This is an optimization exercise on Yosys and OpenROAD, whose aim is small area, a short achievable clock period and few clock cycles per item, not a production implementation.
Only simulation tests tie the RTL to the original design; equivalence was not proved.
Power is estimated from default activity; no workload was simulated.

==> flow/design.v (excerpt) <==
module mproc (input wire clk, reset, input wire [15:0] ins, output wire [15:0] addr,
  output wire wb_en, output wire [2:0] wb_addr, output wire [15:0] wb_data, output wire cout);
Size in the first run: roughly 190 flip-flops, about 0.0082 mm^2 of cells after synthesis.
Settings: LEC_CHECK=0, CAP_MARGIN=20, CORE_MARGIN=2, CORE_UTILIZATION=40, SLEW_MARGIN=20, SYNTH_HIERARCHICAL=1; clock period 11.0 ns.
standard.sh (not shown) runs the stock make flow with config.mk's settings and CLKGATE_MAP_FILE= SYNTH_SCRIPT=/design/flow/synth_recipe.tcl, a recipe that flattens the netlist after the stock synthesis.
==> flow/flow/run.sh <==
#!/bin/bash
# Layout flow: the standard synthesis unchanged, then the standard ORFS
# steps with these changes (all from flow/params.sh):
#  - repair_timing is asked to leave a setup margin (SETUP_SLACK_MARGIN); the
#    design is still laid out and signed off at the design's clock period,
#    the margin only makes the resizer work harder;
#  - ports are buffered with plain buffers, and delay cells are not used as
#    buffers;
#  - optional extra ORFS settings (EXTRA).
set -uo pipefail
source flow/params.sh
bash standard.sh synth > synth.log 2>&1 || exit 1
export DONT_USE_CELLS="$EXTRA_DONT_USE"
bash standard.sh SETUP_SLACK_MARGIN=$MARGIN "BUFFER_PORTS_ARGS=$BUFFER_PORTS_ARGS" "${EXTRA[@]}" finish > layout.log 2>&1
==> flow/flow/params.sh <==
MARGIN=7.8
BUFFER_PORTS_ARGS="-buffer_cell sky130_fd_sc_hd__buf_2"
EXTRA_DONT_USE="sky130_fd_sc_hd__dlygate4sd1_1 sky130_fd_sc_hd__dlygate4sd2_1 sky130_fd_sc_hd__dlygate4sd3_1 sky130_fd_sc_hd__clkdlybuf4s15_1 sky130_fd_sc_hd__clkdlybuf4s15_2 sky130_fd_sc_hd__clkdlybuf4s18_1 sky130_fd_sc_hd__clkdlybuf4s18_2 sky130_fd_sc_hd__clkdlybuf4s25_1 sky130_fd_sc_hd__clkdlybuf4s25_2 sky130_fd_sc_hd__clkdlybuf4s50_1 sky130_fd_sc_hd__clkdlybuf4s50_2 sky130_fd_sc_hd__dlymetal6s2s_1 sky130_fd_sc_hd__dlymetal6s4s_1 sky130_fd_sc_hd__dlymetal6s6s_1"
EXTRA=()
Testbench counts at the start, summed over its fixed seeds: cycles 6,861, instrs 6,733.
Then changed:
--- a/flow/flow/params.sh
+++ b/flow/flow/params.sh
@@ -1,2 +1,2 @@
-MARGIN=7.8
+MARGIN=8.0
 BUFFER_PORTS_ARGS="-buffer_cell sky130_fd_sc_hd__buf_2"
Outcome: The changed run finished with timing, DRC and antenna clean. Global-route usage goes up by 0.57 points. First-iteration DRC count came out higher by 27%. Sequential share of layout area goes down by 2.9 points. Via count goes up by 3.9%. Cell area rose by 9.0%. Count of clock-buffer cells in the layout increases by 1. Area after synthesis does not change. Critical path depth is lower by 10.

---

## the previous run
Another version of the RTL of mproc (not shown whole).
Size in the first run: ~55 I/O pins, about 8200 um^2 of cells after synthesis.
==> flow/config.mk <==
export PLATFORM = sky130hd
export DESIGN_NAME = mproc
export DESIGN_NICKNAME = mproc
export VERILOG_FILES = /design/flow/design.v
export SDC_FILE = /design/flow/constraint.sdc
export NUM_CORES = 4
export LEC_CHECK = 0
export CAP_MARGIN = 20
export CORE_MARGIN = 2
export CORE_UTILIZATION = 55
export SLEW_MARGIN = 20
export SYNTH_HIERARCHICAL = 1
==> flow/constraint.sdc <==
create_clock -name core_clock -period 11.0 [get_ports {clk}]
set_input_delay 2.2000 -clock core_clock [delete_from_list [all_inputs] [get_ports {clk}]]
set_output_delay 2.2000 -clock core_clock [all_outputs]
set_load 0.01 [all_outputs]
==> flow/flow/run.sh <==
#!/bin/bash
# Layout flow: the standard synthesis unchanged, then the standard ORFS
# steps with these changes (settings in flow/params.sh):
#  - repair_timing is asked to leave a setup margin (SETUP_SLACK_MARGIN); the
#    design is still laid out and signed off at the design's clock period,
#    the margin only makes the resizer work harder;
#  - ports are buffered with plain buffers, and delay cells are not used as
#    buffers;
#  - clock tree buffers as set in CTS_ARGS;
#  - after global routing, cells are downsized where that keeps the setup
#    margin (flow/downsize.tcl).
# Each tool's output goes to its own log in this folder.
set -uo pipefail
source flow/params.sh
export FLOWDIR=$PWD/flow
bash standard.sh synth > synth.log 2>&1 || exit 1
export DONT_USE_CELLS="$EXTRA_DONT_USE"
VARS=(SETUP_SLACK_MARGIN=$MARGIN "BUFFER_PORTS_ARGS=$BUFFER_PORTS_ARGS" "${EXTRA[@]}")
if [[ -n "${DOWNSIZE_MARGIN:-}" ]]; then
  export DOWNSIZE_MARGIN DOWNSIZE_HOLD_MARGIN
  VARS+=("POST_GLOBAL_ROUTE_TCL=$FLOWDIR/downsize_hook.tcl")
fi
bash standard.sh "${VARS[@]}" finish > layout.log 2>&1
Other scripts of this flow, unchanged in this note and not shown: flow/flow/downsize.tcl, flow/flow/downsize_hook.tcl, flow/flow/params.sh
Per the final summary, the previous run finished and its layout is clean on timing, DRC and antenna.
Testbench counts of the previous run, summed over its fixed seeds: cycles 6,861, instrs 6,733.
#### Input delta (the current run over the previous run)
Settings: changing CORE_UTILIZATION from 55 to 40.
Findings:
Relative to the previous run, the count of clock-buffer cells in the layout of the current run is lower by 2. Comparing the previous run and the current run, the lower post-detailed-route wirelength per cell is on the current run. A standard cell with the maximum stage delay on the critical path of dfxtp_2 is what the previous run shows, while dfxtp_1 belongs to the current run. The logic gate share of total power was comparable across the previous run and the current run. DRC marker count from the first detailed-route iteration: the current run < the previous run.

---

v22:
mproc, a different RTL version from the one above (not shown whole).
Size: roughly 790 cells after synthesis, roughly 190 flip-flops, ~55 I/O pins.
export LEC_CHECK = 0
export CAP_MARGIN = 20
export CORE_MARGIN = 2
export CORE_UTILIZATION = 40
export SLEW_MARGIN = 20
export SYNTH_HIERARCHICAL = 1
create_clock -name core_clock -period 11.0 [get_ports {clk}]
==> flow/flow/run.sh <==
#!/bin/bash
# Layout flow: the standard synthesis unchanged, then the standard ORFS
# steps with these changes (all from flow/params.sh):
#  - repair_timing is asked to leave a setup margin (SETUP_SLACK_MARGIN); the
#    design is still laid out and signed off at the design's clock period,
#    the margin only makes the resizer work harder;
#  - ports are buffered with plain buffers, and delay cells are not used as
#    buffers;
#  - optional extra ORFS settings (EXTRA).
set -uo pipefail
source flow/params.sh
bash standard.sh synth > synth.log 2>&1 || exit 1
export DONT_USE_CELLS="$EXTRA_DONT_USE"
bash standard.sh SETUP_SLACK_MARGIN=$MARGIN "BUFFER_PORTS_ARGS=$BUFFER_PORTS_ARGS" $EXTRA finish > layout.log 2>&1
==> flow/flow/params.sh <==
MARGIN=7.8
BUFFER_PORTS_ARGS="-buffer_cell sky130_fd_sc_hd__buf_2"
EXTRA_DONT_USE="sky130_fd_sc_hd__dlygate4sd1_1 sky130_fd_sc_hd__dlygate4sd2_1 sky130_fd_sc_hd__dlygate4sd3_1 sky130_fd_sc_hd__clkdlybuf4s15_1 sky130_fd_sc_hd__clkdlybuf4s15_2 sky130_fd_sc_hd__clkdlybuf4s18_1 sky130_fd_sc_hd__clkdlybuf4s18_2 sky130_fd_sc_hd__clkdlybuf4s25_1 sky130_fd_sc_hd__clkdlybuf4s25_2 sky130_fd_sc_hd__clkdlybuf4s50_1 sky130_fd_sc_hd__clkdlybuf4s50_2 sky130_fd_sc_hd__dlymetal6s2s_1 sky130_fd_sc_hd__dlymetal6s4s_1 sky130_fd_sc_hd__dlymetal6s6s_1"
EXTRA=""
Testbench counts of v22, summed over its fixed seeds: cycles 6,861, instrs 6,733.
### v22 -> v47
-- flow/flow/run.sh --
<<< v22, line 13
export DONT_USE_CELLS="$EXTRA_DONT_USE"
bash standard.sh SETUP_SLACK_MARGIN=$MARGIN "BUFFER_PORTS_ARGS=$BUFFER_PORTS_ARGS" $EXTRA finish > layout.log 2>&1
>>> v47, line 13
export DONT_USE_CELLS="$EXTRA_DONT_USE"
bash standard.sh SETUP_SLACK_MARGIN=$MARGIN "BUFFER_PORTS_ARGS=$BUFFER_PORTS_ARGS" "${EXTRA[@]}" finish > layout.log 2>&1
==> flow/flow/params.sh <==
MARGIN=7.8
BUFFER_PORTS_ARGS="-buffer_cell sky130_fd_sc_hd__buf_2"
EXTRA_DONT_USE="sky130_fd_sc_hd__dlygate4sd1_1 sky130_fd_sc_hd__dlygate4sd2_1 sky130_fd_sc_hd__dlygate4sd3_1 sky130_fd_sc_hd__clkdlybuf4s15_1 sky130_fd_sc_hd__clkdlybuf4s15_2 sky130_fd_sc_hd__clkdlybuf4s18_1 sky130_fd_sc_hd__clkdlybuf4s18_2 sky130_fd_sc_hd__clkdlybuf4s25_1 sky130_fd_sc_hd__clkdlybuf4s25_2 sky130_fd_sc_hd__clkdlybuf4s50_1 sky130_fd_sc_hd__clkdlybuf4s50_2 sky130_fd_sc_hd__dlymetal6s2s_1 sky130_fd_sc_hd__dlymetal6s4s_1 sky130_fd_sc_hd__dlymetal6s6s_1"
EXTRA=("CTS_BUF_LIST=sky130_fd_sc_hd__clkbuf_4 sky130_fd_sc_hd__clkbuf_8")
==> run notes <==
- v47: routed wire length about 3.2% above v22
- v47 vs v22 on clock network fraction of design power: v47 is the lower one.
- Re final core area utilization: v47 is 1.3 points up on v22.
- As far as number of synthesized flops with an enable pin goes, v47 and v22 are indistinguishable; the numbers are identical.
- v47 against v22: worst reg2reg path depth higher, peak clock frequency supported by timing higher.
- Against v22, post-route standard cell area excluding fillers in v47 rose by a few percent.
- v47 vs. v22: non-clock buffer count went up by 34.
Relative to v47, the following input files were edited for v36:
==> flow/flow/params.sh <==
MARGIN=7.8
BUFFER_PORTS_ARGS="-buffer_cell sky130_fd_sc_hd__buf_2"
EXTRA_DONT_USE="sky130_fd_sc_hd__dlygate4sd1_1 sky130_fd_sc_hd__dlygate4sd2_1 sky130_fd_sc_hd__dlygate4sd3_1 sky130_fd_sc_hd__clkdlybuf4s15_1 sky130_fd_sc_hd__clkdlybuf4s15_2 sky130_fd_sc_hd__clkdlybuf4s18_1 sky130_fd_sc_hd__clkdlybuf4s18_2 sky130_fd_sc_hd__clkdlybuf4s25_1 sky130_fd_sc_hd__clkdlybuf4s25_2 sky130_fd_sc_hd__clkdlybuf4s50_1 sky130_fd_sc_hd__clkdlybuf4s50_2 sky130_fd_sc_hd__dlymetal6s2s_1 sky130_fd_sc_hd__dlymetal6s4s_1 sky130_fd_sc_hd__dlymetal6s6s_1"
EXTRA=("CTS_CLUSTER_SIZE=50" "CTS_CLUSTER_DIAMETER=200")
==> run notes <==
v36 against v47: sequential share of cell area climbed 0.85 points, area overhead of the layout relative to synthesis dropped 3.2 points.
Number of gates on the worst path with buffers counted: v36 vs v47 down 2
v36 against v47: clock share of power picked up an extra 6.7 points, count of TritonRoute iterations in the first routing pass went down, final area went down by 260 um2.
The following lists how v12 was set up differently from v36:
==> flow/flow/params.sh <==
MARGIN=7.8
BUFFER_PORTS_ARGS="-buffer_cell sky130_fd_sc_hd__buf_2"
EXTRA_DONT_USE="sky130_fd_sc_hd__dlygate4sd1_1 sky130_fd_sc_hd__dlygate4sd2_1 sky130_fd_sc_hd__dlygate4sd3_1 sky130_fd_sc_hd__clkdlybuf4s15_1 sky130_fd_sc_hd__clkdlybuf4s15_2 sky130_fd_sc_hd__clkdlybuf4s18_1 sky130_fd_sc_hd__clkdlybuf4s18_2 sky130_fd_sc_hd__clkdlybuf4s25_1 sky130_fd_sc_hd__clkdlybuf4s25_2 sky130_fd_sc_hd__clkdlybuf4s50_1 sky130_fd_sc_hd__clkdlybuf4s50_2 sky130_fd_sc_hd__dlymetal6s2s_1 sky130_fd_sc_hd__dlymetal6s4s_1 sky130_fd_sc_hd__dlymetal6s6s_1"
EXTRA=("CTS_CLUSTER_SIZE=30" "CTS_CLUSTER_DIAMETER=100")
### Flow results
Per the comparison of v12 with v36, starting utilization of the core area roughly the same; clock insertion delay at the later pin of the skew report held; fraction of cell area in non-clock buffers held steady; number of I/O pins stayed essentially flat.

[port drivers added, routing unchanged]
No port has a modelled driver above. Below, the same layouts with a new extraction and two added sets of constraints. Step 1 sets driving cells, clkbuf_16 on the clock port and buf_2 on the other inputs (assumed; they add their load-dependent delay and slew). Step 2 moves the port delays by t, midway between the first and last clock arrival at a register: inputs arrive t later, outputs are due t later. That takes back most of the time a late clock gives input paths. a / b / c = no drivers / after step 1 / after step 2; a / b = the first two.
| run | t (ns) | setup slack, ns | worst slew at a driven data input, ns | pins driven straight from the clock port |
|---|---|---|---|---|
| the first run of note 1 | 0.475 | 7.842 / 7.806 / 7.395 | 0.04 | 1 |
| the second run of note 1 | 0.474 | 7.908 / 7.864 / 7.411 | 0.16 | 1 |
| the previous run | 0.433 | 7.842 / 7.799 / 7.914 | 0.03 | 1 |
| the current run | 0.430 | 7.862 / 7.819 / 7.876 | 0.03 | 1 |
| v22 | 0.482 | 7.768 / 7.768 / 7.380 | 0.04 | 1 |
| v47 | 0.520 | 7.779 / 7.779 / 7.368 | 0.04 | 1 |
| v36 | 0.482 | 7.768 / 7.768 / 7.380 | 0.04 | 1 |
| v12 | 0.482 | 7.768 / 7.768 / 7.380 | 0.04 | 1 |
After both steps setup and hold are still met in every run listed. For the second run of note 1, which loses most, drivers alone change the setup slack by -0.044 ns; drivers and shift together by -0.497 ns.
